This is an optimization exercise on Yosys and OpenROAD, whose aim is small area, a short achievable clock period and few clock cycles, not a production implementation.
At most, simulation tests tie the RTL to the original design; equivalence was not proved.
No activity file was given, so power comes from the tool's default toggle rates.

==> juniper <==
Design booth_mul64, start of the top module:
module booth_mul64(clk, reset_n, multiplier, multiplicand, op_start, op_clear, op_done, result);
Settings: LEC_CHECK=0, ABC_AREA=1, CAP_MARGIN=20, CORE_MARGIN=2, CORE_UTILIZATION=40, SETUP_SLACK_MARGIN=4.2, SLEW_MARGIN=20; clock period 7.0 ns.
standard.sh (not shown) runs the stock make flow with config.mk's settings and CLKGATE_MAP_FILE= SYNTH_SCRIPT=/design/flow/synth_recipe.tcl, a recipe that flattens the netlist after the stock synthesis.
==> flow/flow/run.sh <==
#!/bin/bash
# Layout flow: the standard flow, with the port buffers made of the
# smallest plain buffer instead of the default delay buffer, and a clock tree
# of fewer buffers without dummy loads.
set -o pipefail
export BUFFER_PORTS_ARGS="-buffer_cell sky130_fd_sc_hd__buf_1"
export CTS_ARGS="-sink_clustering_enable -repair_clock_nets -dont_use_dummy_load -buf_list sky130_fd_sc_hd__clkbuf_16 -sink_clustering_size 22 -sink_clustering_max_diameter 110"
bash standard.sh > standard.log 2>&1
==> inputs of fjord, as changes to juniper <==
--- a/flow/design.v
+++ b/flow/design.v
@@ -7,42 +7,32 @@
   reg st_idle, st_busy, st_cpa, st_done;
   reg [2:0] cnt;
   reg [63:0] M;           
   reg [63:0] PL;          
   reg [64:0] S, C;        
   reg [7:0] SL, CL;       
   reg [3:0] bone0, btwo0, bneg0;   
   reg [3:0] bone1, btwo1, bneg1;   
-  reg [3:0] bone2, btwo2, bneg2;   
-  reg [3:0] bone3, btwo3, bneg3;   
   assign op_done = st_done;
   assign result = {S[63:0], PL};
   wire [64:0] xe  = {M[63], M};
   wire [64:0] x2e = {M, 1'b0};
   wire [64:0] pp0;
-  assign pp0[16:0] = (({17{bone0[0]}} & xe[16:0]) | ({17{btwo0[0]}} & x2e[16:0])) ^ {17{bneg0[0]}};
-  assign pp0[32:17] = (({16{bone1[0]}} | ~xe[32:17]) & ({16{btwo1[0]}} | ~x2e[32:17])) ^ {16{bneg1[0]}};
-  assign pp0[48:33] = (({16{bone2[0]}} & xe[48:33]) | ({16{btwo2[0]}} & x2e[48:33])) ^ {16{bneg2[0]}};
-  assign pp0[64:49] = (({16{bone3[0]}} | ~xe[64:49]) & ({16{btwo3[0]}} | ~x2e[64:49])) ^ {16{bneg3[0]}};
+  assign pp0[32:0] = (({33{bone0[0]}} & xe[32:0]) | ({33{btwo0[0]}} & x2e[32:0])) ^ {33{bneg0[0]}};
+  assign pp0[64:33] = (({32{bone1[0]}} | ~xe[64:33]) & ({32{btwo1[0]}} | ~x2e[64:33])) ^ {32{bneg1[0]}};
   wire [64:0] pp1;
-  assign pp1[16:0] = (({17{bone0[1]}} & xe[16:0]) | ({17{btwo0[1]}} & x2e[16:0])) ^ {17{bneg0[1]}};
-  assign pp1[32:17] = (({16{bone1[1]}} | ~xe[32:17]) & ({16{btwo1[1]}} | ~x2e[32:17])) ^ {16{bneg1[1]}};
-  assign pp1[48:33] = (({16{bone2[1]}} & xe[48:33]) | ({16{btwo2[1]}} & x2e[48:33])) ^ {16{bneg2[1]}};
-  assign pp1[64:49] = (({16{bone3[1]}} | ~xe[64:49]) & ({16{btwo3[1]}} | ~x2e[64:49])) ^ {16{bneg3[1]}};
+  assign pp1[32:0] = (({33{bone0[1]}} & xe[32:0]) | ({33{btwo0[1]}} & x2e[32:0])) ^ {33{bneg0[1]}};
+  assign pp1[64:33] = (({32{bone1[1]}} | ~xe[64:33]) & ({32{btwo1[1]}} | ~x2e[64:33])) ^ {32{bneg1[1]}};
   wire [64:0] pp2;
-  assign pp2[16:0] = (({17{bone0[2]}} & xe[16:0]) | ({17{btwo0[2]}} & x2e[16:0])) ^ {17{bneg0[2]}};
-  assign pp2[32:17] = (({16{bone1[2]}} | ~xe[32:17]) & ({16{btwo1[2]}} | ~x2e[32:17])) ^ {16{bneg1[2]}};
-  assign pp2[48:33] = (({16{bone2[2]}} & xe[48:33]) | ({16{btwo2[2]}} & x2e[48:33])) ^ {16{bneg2[2]}};
-  assign pp2[64:49] = (({16{bone3[2]}} | ~xe[64:49]) & ({16{btwo3[2]}} | ~x2e[64:49])) ^ {16{bneg3[2]}};
+  assign pp2[32:0] = (({33{bone0[2]}} & xe[32:0]) | ({33{btwo0[2]}} & x2e[32:0])) ^ {33{bneg0[2]}};
+  assign pp2[64:33] = (({32{bone1[2]}} | ~xe[64:33]) & ({32{btwo1[2]}} | ~x2e[64:33])) ^ {32{bneg1[2]}};
   wire [64:0] pp3;
-  assign pp3[16:0] = (({17{bone0[3]}} & xe[16:0]) | ({17{btwo0[3]}} & x2e[16:0])) ^ {17{bneg0[3]}};
-  assign pp3[32:17] = (({16{bone1[3]}} | ~xe[32:17]) & ({16{btwo1[3]}} | ~x2e[32:17])) ^ {16{bneg1[3]}};
-  assign pp3[48:33] = (({16{bone2[3]}} & xe[48:33]) | ({16{btwo2[3]}} & x2e[48:33])) ^ {16{bneg2[3]}};
-  assign pp3[64:49] = (({16{bone3[3]}} | ~xe[64:49]) & ({16{btwo3[3]}} | ~x2e[64:49])) ^ {16{bneg3[3]}};
+  assign pp3[32:0] = (({33{bone0[3]}} & xe[32:0]) | ({33{btwo0[3]}} & x2e[32:0])) ^ {33{bneg0[3]}};
+  assign pp3[64:33] = (({32{bone1[3]}} | ~xe[64:33]) & ({32{btwo1[3]}} | ~x2e[64:33])) ^ {32{bneg1[3]}};
   wire c8;
   reg first;
   wire [64:0] Si = S & {65{~first}};
   wire hs0, hc0, fs1, fc1, fs2, fc2, hs3, hc3, fs4, fc4, fs5, fc5, fs6, fc6, fs7, fc7, fs8, fc8, fs9, fc9, fs10, fc10, fs11, fc11, fs12, fc12, fs13, fc13, fs14, fc14, fs15, fc15, fs16, fc16, fs17, fc17, fs18, fc18, fs19, fc19, fs20, fc20, fs21, fc21, fs22, fc22, fs23, fc23, fs24, fc24, fs25, fc25, fs26, fc26, fs27, fc27, fs28, fc28, fs29, fc29, fs30, fc30, fs31, fc31, fs32, fc32, fs33, fc33, fs34, fc34, fs35, fc35, fs36, fc36, fs37, fc37, fs38, fc38, fs39, fc39, fs40, fc40, fs41, fc41, fs42, fc42, fs43, fc43, fs44, fc44, fs45, fc45, fs46, fc46, fs47, fc47, fs48, fc48, fs49, fc49, fs50, fc50, fs51, fc51, fs52, fc52, fs53, fc53, fs54, fc54, fs55, fc55, fs56, fc56, fs57, fc57, fs58, fc58, fs59, fc59, fs60, fc60, fs61, fc61, fs62, fc62, fs63, fc63, fs64, fc64, fs65, fc65, fs66, fc66, fs67, fc67, fs68, fc68, fs69, fc69, fs70, fc70, fs71, fc71, fs72, fc72, fs73, fc73, fs74, fc74, fs75, fc75, fs76, fc76, fs77, fc77, fs78, fc78, fs79, fc79, fs80, fc80, fs81, fc81, fs82, fc82, fs83, fc83, fs84, fc84, fs85, fc85, fs86, fc86, fs87, fc87, fs88, fc88, fs89, fc89, fs90, fc90, fs91, fc91, fs92, fc92, fs93, fc93, fs94, fc94, fs95, fc95, fs96, fc96, fs97, fc97, fs98, fc98, fs99, fc99, fs100, fc100, fs101, fc101, fs102, fc102, fs103, fc103, fs104, fc104, fs105, fc105, fs106, fc106, fs107, fc107, fs108, fc108, fs109, fc109, fs110, fc110, fs111, fc111, fs112, fc112, fs113, fc113, fs114, fc114, fs115, fc115, fs116, fc116, fs117, fc117, fs118, fc118, fs119, fc119, fs120, fc120, hs121, hc121, hs122, hc122, fs123, fc123, fs124, fc124, fs125, fc125, fs126, fc126, fs127, fc127, fs128, fc128, fs129, fc129, fs130, fc130, fs131, fc131, fs132, fc132, fs133, fc133, fs134, fc134, fs135, fc135, fs136, fc136, fs137, fc137, fs138, fc138, fs139, fc139, fs140, fc140, fs141, fc141, fs142, fc142, fs143, fc143, fs144, fc144, fs145, fc145, fs146, fc146, fs147, fc147, fs148, fc148, fs149, fc149, fs150, fc150, fs151, fc151, fs152, fc152, fs153, fc153, fs154, fc154, fs155, fc155, fs156, fc156, fs157, fc157, fs158, fc158, fs159, fc159, fs160, fc160, fs161, fc161, fs162, fc162, fs163, fc163, fs164, fc164, fs165, fc165, fs166, fc166, fs167, fc167, fs168, fc168, fs169, fc169, fs170, fc170, fs171, fc171, fs172, fc172, fs173, fc173, fs174, fc174, fs175, fc175, fs176, fc176, fs177, fc177, fs178, fc178, fs179, fc179, fs180, fc180, fs181, fc181, fs182, fc182, fs183, fc183, fs184, fc184, fs185, fc185, fs186, fc186, fs187, fc187, hs188, hc188, hs189, hc189, fs190, fc190, fs191, fc191, fs192, fc192, fs193, fc193, fs194, fc194, fs195, fc195, fs196, fc196, fs197, fc197, fs198, fc198, fs199, fc199, fs200, fc200, fs201, fc201, fs202, fc202, fs203, fc203, fs204, fc204, fs205, fc205, fs206, fc206, fs207, fc207, fs208, fc208, fs209, fc209, fs210, fc210, fs211, fc211, fs212, fc212, fs213, fc213, fs214, fc214, fs215, fc215, fs216, fc216, fs217, fc217, fs218, fc218, fs219, fc219, fs220, fc220, fs221, fc221, fs222, fc222, fs223, fc223, fs224, fc224, fs225, fc225, fs226, fc226, fs227, fc227, fs228, fc228, fs229, fc229, fs230, fc230, fs231, fc231, fs232, fc232, fs233, fc233, fs234, fc234, fs235, fc235, fs236, fc236, fs237, fc237, fs238, fc238, fs239, fc239, fs240, fc240, fs241, fc241, fs242, fc242, fs243, fc243, fs244, fc244, fs245, fc245, fs246, fc246, fs247, fc247, fs248, fc248, fs249, fc249, fs250, fc250, fs251, fc251, fs252, fc252, fs253, fc253, fs254, fc254, fs255, fc255, fs256, fc256, fs257, fc257, hs258, hc258;
   assign hs0 = C[4] ^ Si[4];
   assign hc0 = C[4] & Si[4];
   assign fs1 = C[5] ^ Si[5] ^ pp0[5];
   assign fc1 = (C[5] & Si[5]) | (C[5] & pp0[5]) | (Si[5] & pp0[5]);
@@ -952,18 +942,16 @@
       st_done <= ~op_clear & (st_cpa | st_done);
       cnt <= st_busy ? cnt + 3'd1 : 3'd0;
       first <= st_idle;
     end
   always @(posedge clk) begin
     M <= multiplicand;
     bone0 <= n_one; btwo0 <= n_two; bneg0 <= n_neg;
     bone1 <= ~n_one; btwo1 <= ~n_two; bneg1 <= ~n_neg;
-    bone2 <= n_one; btwo2 <= n_two; bneg2 <= n_neg;
-    bone3 <= ~n_one; btwo3 <= ~n_two; bneg3 <= ~n_neg;
     if (st_idle) PL <= multiplier;
     else if (st_busy | st_cpa) PL <= {sum[7:0], PL[63:8]};
     if (st_busy) S <= TS[72:8];
     else S[63:0] <= sum[71:8];
     if (st_busy) begin
       C <= TC[72:8]; SL <= TS[7:0]; CL <= TC[7:0];
     end else begin
       C <= {st_idle, ninit & {64{st_idle}}}; SL <= 8'd0; CL <= 8'd0;
- CORE_UTILIZATION: 40 -> 65
- SETUP_SLACK_MARGIN: 4.2 -> 4.0
==> inputs of sierra, as changes to juniper <==
--- a/flow/design.v
+++ b/flow/design.v
@@ -5,44 +5,34 @@
   output op_done;
   output [127:0] result;
   reg st_idle, st_busy, st_cpa, st_done;
   reg [2:0] cnt;
   reg [63:0] M;           
   reg [63:0] PL;          
   reg [64:0] S, C;        
   reg [7:0] SL, CL;       
-  reg [3:0] bone0, btwo0, bneg0;   
-  reg [3:0] bone1, btwo1, bneg1;   
-  reg [3:0] bone2, btwo2, bneg2;   
-  reg [3:0] bone3, btwo3, bneg3;   
+  reg [3:0] bop0, bon0, btp0, btn0;   
+  reg [3:0] bop1, bon1, btp1, btn1;   
   assign op_done = st_done;
   assign result = {S[63:0], PL};
   wire [64:0] xe  = {M[63], M};
   wire [64:0] x2e = {M, 1'b0};
   wire [64:0] pp0;
-  assign pp0[16:0] = (({17{bone0[0]}} & xe[16:0]) | ({17{btwo0[0]}} & x2e[16:0])) ^ {17{bneg0[0]}};
-  assign pp0[32:17] = (({16{bone1[0]}} | ~xe[32:17]) & ({16{btwo1[0]}} | ~x2e[32:17])) ^ {16{bneg1[0]}};
-  assign pp0[48:33] = (({16{bone2[0]}} & xe[48:33]) | ({16{btwo2[0]}} & x2e[48:33])) ^ {16{bneg2[0]}};
-  assign pp0[64:49] = (({16{bone3[0]}} | ~xe[64:49]) & ({16{btwo3[0]}} | ~x2e[64:49])) ^ {16{bneg3[0]}};
+  assign pp0[32:0] = ({33{bop0[0]}} & xe[32:0]) | ({33{bon0[0]}} & ~xe[32:0]) | ({33{btp0[0]}} & x2e[32:0]) | ({33{btn0[0]}} & ~x2e[32:0]);
+  assign pp0[64:33] = ~(({32{bop1[0]}} | ~xe[64:33]) & ({32{bon1[0]}} | xe[64:33]) & ({32{btp1[0]}} | ~x2e[64:33]) & ({32{btn1[0]}} | x2e[64:33]));
   wire [64:0] pp1;
-  assign pp1[16:0] = (({17{bone0[1]}} & xe[16:0]) | ({17{btwo0[1]}} & x2e[16:0])) ^ {17{bneg0[1]}};
-  assign pp1[32:17] = (({16{bone1[1]}} | ~xe[32:17]) & ({16{btwo1[1]}} | ~x2e[32:17])) ^ {16{bneg1[1]}};
-  assign pp1[48:33] = (({16{bone2[1]}} & xe[48:33]) | ({16{btwo2[1]}} & x2e[48:33])) ^ {16{bneg2[1]}};
-  assign pp1[64:49] = (({16{bone3[1]}} | ~xe[64:49]) & ({16{btwo3[1]}} | ~x2e[64:49])) ^ {16{bneg3[1]}};
+  assign pp1[32:0] = ({33{bop0[1]}} & xe[32:0]) | ({33{bon0[1]}} & ~xe[32:0]) | ({33{btp0[1]}} & x2e[32:0]) | ({33{btn0[1]}} & ~x2e[32:0]);
+  assign pp1[64:33] = ~(({32{bop1[1]}} | ~xe[64:33]) & ({32{bon1[1]}} | xe[64:33]) & ({32{btp1[1]}} | ~x2e[64:33]) & ({32{btn1[1]}} | x2e[64:33]));
   wire [64:0] pp2;
-  assign pp2[16:0] = (({17{bone0[2]}} & xe[16:0]) | ({17{btwo0[2]}} & x2e[16:0])) ^ {17{bneg0[2]}};
-  assign pp2[32:17] = (({16{bone1[2]}} | ~xe[32:17]) & ({16{btwo1[2]}} | ~x2e[32:17])) ^ {16{bneg1[2]}};
-  assign pp2[48:33] = (({16{bone2[2]}} & xe[48:33]) | ({16{btwo2[2]}} & x2e[48:33])) ^ {16{bneg2[2]}};
-  assign pp2[64:49] = (({16{bone3[2]}} | ~xe[64:49]) & ({16{btwo3[2]}} | ~x2e[64:49])) ^ {16{bneg3[2]}};
+  assign pp2[32:0] = ({33{bop0[2]}} & xe[32:0]) | ({33{bon0[2]}} & ~xe[32:0]) | ({33{btp0[2]}} & x2e[32:0]) | ({33{btn0[2]}} & ~x2e[32:0]);
+  assign pp2[64:33] = ~(({32{bop1[2]}} | ~xe[64:33]) & ({32{bon1[2]}} | xe[64:33]) & ({32{btp1[2]}} | ~x2e[64:33]) & ({32{btn1[2]}} | x2e[64:33]));
   wire [64:0] pp3;
-  assign pp3[16:0] = (({17{bone0[3]}} & xe[16:0]) | ({17{btwo0[3]}} & x2e[16:0])) ^ {17{bneg0[3]}};
-  assign pp3[32:17] = (({16{bone1[3]}} | ~xe[32:17]) & ({16{btwo1[3]}} | ~x2e[32:17])) ^ {16{bneg1[3]}};
-  assign pp3[48:33] = (({16{bone2[3]}} & xe[48:33]) | ({16{btwo2[3]}} & x2e[48:33])) ^ {16{bneg2[3]}};
-  assign pp3[64:49] = (({16{bone3[3]}} | ~xe[64:49]) & ({16{btwo3[3]}} | ~x2e[64:49])) ^ {16{bneg3[3]}};
+  assign pp3[32:0] = ({33{bop0[3]}} & xe[32:0]) | ({33{bon0[3]}} & ~xe[32:0]) | ({33{btp0[3]}} & x2e[32:0]) | ({33{btn0[3]}} & ~x2e[32:0]);
+  assign pp3[64:33] = ~(({32{bop1[3]}} | ~xe[64:33]) & ({32{bon1[3]}} | xe[64:33]) & ({32{btp1[3]}} | ~x2e[64:33]) & ({32{btn1[3]}} | x2e[64:33]));
   wire c8;
   reg first;
   wire [64:0] Si = S & {65{~first}};
   wire hs0, hc0, fs1, fc1, fs2, fc2, hs3, hc3, fs4, fc4, fs5, fc5, fs6, fc6, fs7, fc7, fs8, fc8, fs9, fc9, fs10, fc10, fs11, fc11, fs12, fc12, fs13, fc13, fs14, fc14, fs15, fc15, fs16, fc16, fs17, fc17, fs18, fc18, fs19, fc19, fs20, fc20, fs21, fc21, fs22, fc22, fs23, fc23, fs24, fc24, fs25, fc25, fs26, fc26, fs27, fc27, fs28, fc28, fs29, fc29, fs30, fc30, fs31, fc31, fs32, fc32, fs33, fc33, fs34, fc34, fs35, fc35, fs36, fc36, fs37, fc37, fs38, fc38, fs39, fc39, fs40, fc40, fs41, fc41, fs42, fc42, fs43, fc43, fs44, fc44, fs45, fc45, fs46, fc46, fs47, fc47, fs48, fc48, fs49, fc49, fs50, fc50, fs51, fc51, fs52, fc52, fs53, fc53, fs54, fc54, fs55, fc55, fs56, fc56, fs57, fc57, fs58, fc58, fs59, fc59, fs60, fc60, fs61, fc61, fs62, fc62, fs63, fc63, fs64, fc64, fs65, fc65, fs66, fc66, fs67, fc67, fs68, fc68, fs69, fc69, fs70, fc70, fs71, fc71, fs72, fc72, fs73, fc73, fs74, fc74, fs75, fc75, fs76, fc76, fs77, fc77, fs78, fc78, fs79, fc79, fs80, fc80, fs81, fc81, fs82, fc82, fs83, fc83, fs84, fc84, fs85, fc85, fs86, fc86, fs87, fc87, fs88, fc88, fs89, fc89, fs90, fc90, fs91, fc91, fs92, fc92, fs93, fc93, fs94, fc94, fs95, fc95, fs96, fc96, fs97, fc97, fs98, fc98, fs99, fc99, fs100, fc100, fs101, fc101, fs102, fc102, fs103, fc103, fs104, fc104, fs105, fc105, fs106, fc106, fs107, fc107, fs108, fc108, fs109, fc109, fs110, fc110, fs111, fc111, fs112, fc112, fs113, fc113, fs114, fc114, fs115, fc115, fs116, fc116, fs117, fc117, fs118, fc118, fs119, fc119, fs120, fc120, hs121, hc121, hs122, hc122, fs123, fc123, fs124, fc124, fs125, fc125, fs126, fc126, fs127, fc127, fs128, fc128, fs129, fc129, fs130, fc130, fs131, fc131, fs132, fc132, fs133, fc133, fs134, fc134, fs135, fc135, fs136, fc136, fs137, fc137, fs138, fc138, fs139, fc139, fs140, fc140, fs141, fc141, fs142, fc142, fs143, fc143, fs144, fc144, fs145, fc145, fs146, fc146, fs147, fc147, fs148, fc148, fs149, fc149, fs150, fc150, fs151, fc151, fs152, fc152, fs153, fc153, fs154, fc154, fs155, fc155, fs156, fc156, fs157, fc157, fs158, fc158, fs159, fc159, fs160, fc160, fs161, fc161, fs162, fc162, fs163, fc163, fs164, fc164, fs165, fc165, fs166, fc166, fs167, fc167, fs168, fc168, fs169, fc169, fs170, fc170, fs171, fc171, fs172, fc172, fs173, fc173, fs174, fc174, fs175, fc175, fs176, fc176, fs177, fc177, fs178, fc178, fs179, fc179, fs180, fc180, fs181, fc181, fs182, fc182, fs183, fc183, fs184, fc184, fs185, fc185, fs186, fc186, fs187, fc187, hs188, hc188, hs189, hc189, fs190, fc190, fs191, fc191, fs192, fc192, fs193, fc193, fs194, fc194, fs195, fc195, fs196, fc196, fs197, fc197, fs198, fc198, fs199, fc199, fs200, fc200, fs201, fc201, fs202, fc202, fs203, fc203, fs204, fc204, fs205, fc205, fs206, fc206, fs207, fc207, fs208, fc208, fs209, fc209, fs210, fc210, fs211, fc211, fs212, fc212, fs213, fc213, fs214, fc214, fs215, fc215, fs216, fc216, fs217, fc217, fs218, fc218, fs219, fc219, fs220, fc220, fs221, fc221, fs222, fc222, fs223, fc223, fs224, fc224, fs225, fc225, fs226, fc226, fs227, fc227, fs228, fc228, fs229, fc229, fs230, fc230, fs231, fc231, fs232, fc232, fs233, fc233, fs234, fc234, fs235, fc235, fs236, fc236, fs237, fc237, fs238, fc238, fs239, fc239, fs240, fc240, fs241, fc241, fs242, fc242, fs243, fc243, fs244, fc244, fs245, fc245, fs246, fc246, fs247, fc247, fs248, fc248, fs249, fc249, fs250, fc250, fs251, fc251, fs252, fc252, fs253, fc253, fs254, fc254, fs255, fc255, fs256, fc256, fs257, fc257, hs258, hc258;
   assign hs0 = C[4] ^ Si[4];
   assign hc0 = C[4] & Si[4];
   assign fs1 = C[5] ^ Si[5] ^ pp0[5];
   assign fc1 = (C[5] & Si[5]) | (C[5] & pp0[5]) | (Si[5] & pp0[5]);
@@ -950,20 +940,18 @@
       st_busy <= ~op_clear & ((st_idle & op_start) | (st_busy & (cnt != 3'd7)));
       st_cpa  <= ~op_clear & st_busy & (cnt == 3'd7);
       st_done <= ~op_clear & (st_cpa | st_done);
       cnt <= st_busy ? cnt + 3'd1 : 3'd0;
       first <= st_idle;
     end
   always @(posedge clk) begin
     M <= multiplicand;
-    bone0 <= n_one; btwo0 <= n_two; bneg0 <= n_neg;
-    bone1 <= ~n_one; btwo1 <= ~n_two; bneg1 <= ~n_neg;
-    bone2 <= n_one; btwo2 <= n_two; bneg2 <= n_neg;
-    bone3 <= ~n_one; btwo3 <= ~n_two; bneg3 <= ~n_neg;
+    bop0 <= (n_one & ~n_neg); bon0 <= (n_one & n_neg); btp0 <= (n_two & ~n_neg); btn0 <= (n_two & n_neg);
+    bop1 <= ~(n_one & ~n_neg); bon1 <= ~(n_one & n_neg); btp1 <= ~(n_two & ~n_neg); btn1 <= ~(n_two & n_neg);
     if (st_idle) PL <= multiplier;
     else if (st_busy | st_cpa) PL <= {sum[7:0], PL[63:8]};
     if (st_busy) S <= TS[72:8];
     else S[63:0] <= sum[71:8];
     if (st_busy) begin
       C <= TC[72:8]; SL <= TS[7:0]; CL <= TC[7:0];
     end else begin
       C <= {st_idle, ninit & {64{st_idle}}}; SL <= 8'd0; CL <= 8'd0;
- SETUP_SLACK_MARGIN: 4.2 -> 4.0
==> summary.txt <==
|  | fjord | juniper | sierra |
|---|---|---|---|
| Result of the run | no timing/DRC/antenna violations | no timing/DRC/antenna violations | no timing/DRC/antenna violations |
| Slew at the pin closest to its max-slew limit | 0.9736 ns | 1.032 ns | 1.126 ns |
| Later-pin clock latency in the skew report | 0.56 ns | 0.58 ns | 0.57 ns |
| Crit path to | C[7] | C[26] | C[16] |
| Share of post-route cells with drive strength above 1 | 5.174% | 10.46% | 7.087% |
| Wirelength per Cell | 22.15 µm | 23.00 µm | 21.13 µm |
| Minimum clock period | 2.957 ns | 2.909 ns | 2.952 ns |
| Async SR Flop Fraction | 2.632% | 2.632% | 2.564% |
| Multi-input gate area in the final layout | 0.01470 mm² | 0.01522 mm² | 0.01589 mm² |
| Total clock buffers created by CTS | 18 | 18 | 20 |
| Clock network share of area | 1.780% | 1.675% | 1.780% |
| Layout clock buffer count | 18 | 18 | 20 |
| Highest net fanout along the worst path | 32 | 8 | 16 |
| Number of optimization iterations in the first detailed-route pass | 7 | 8 | 7 |
| DP Wirelength | 53,080 µm | 59,170 µm | 66,740 µm |
| Number of tap instances | 461 | 756 | 846 |
| Relative contribution of combinational cells to total power | 66.3% | 67.7% | 62.1% |
| Number of cells on the worst reg-to-reg path | 9 | 9 | 10 |
| Fraction of area in multi-input gates | 58.10% | 56.61% | 56.54% |
| Critical path launch point | bone0[0] | bone0[0] | bon0[0] |
| Placed cell areas | 0.02441 mm² | 0.02477 mm² | 0.02683 mm² |
| Internal power component | 5.932 mW | 6.188 mW | 5.504 mW |
| Drt total wl | 73,150 µm | 83,130 µm | 91,220 µm |
Testbench counts of fjord, summed over its fixed seeds: cycles 6,144.
For juniper and sierra, only the layout was checked, not whether the RTL still works.

-- static timing again, ports no longer ideal --
The flow's constraints put no driver on any port. The routed layouts listed below were extracted and timed again, unchanged, in two steps.
Step 1 assumes that a clkbuf_16 drives the clock port and a buf_2 every other input.
Step 2 moves the port delays by t, midway between the first and last clock arrival at a register: inputs arrive t later, outputs are due t later. That takes back most of the time a late clock gives input paths.
Three values: ideal ports, drivers, drivers and shift; two values: the first two.
| run | t (ns) | slack for setup (ns) | clock arrival spread, ns |
|---|---|---|---|
| juniper | 0.591 | 4.091 / 4.091 / 4.091 | 0.101 / 0.101 |
| fjord | 0.584 | 4.044 / 4.044 / 4.044 | 0.055 / 0.054 |
| sierra | 0.613 | 4.048 / 4.048 / 3.782 | 0.038 / 0.038 |
After both steps setup and hold are still met in every run listed. The setup slack of sierra, which loses most, moves by 0.000 ns with the drivers and by -0.266 ns with both steps.
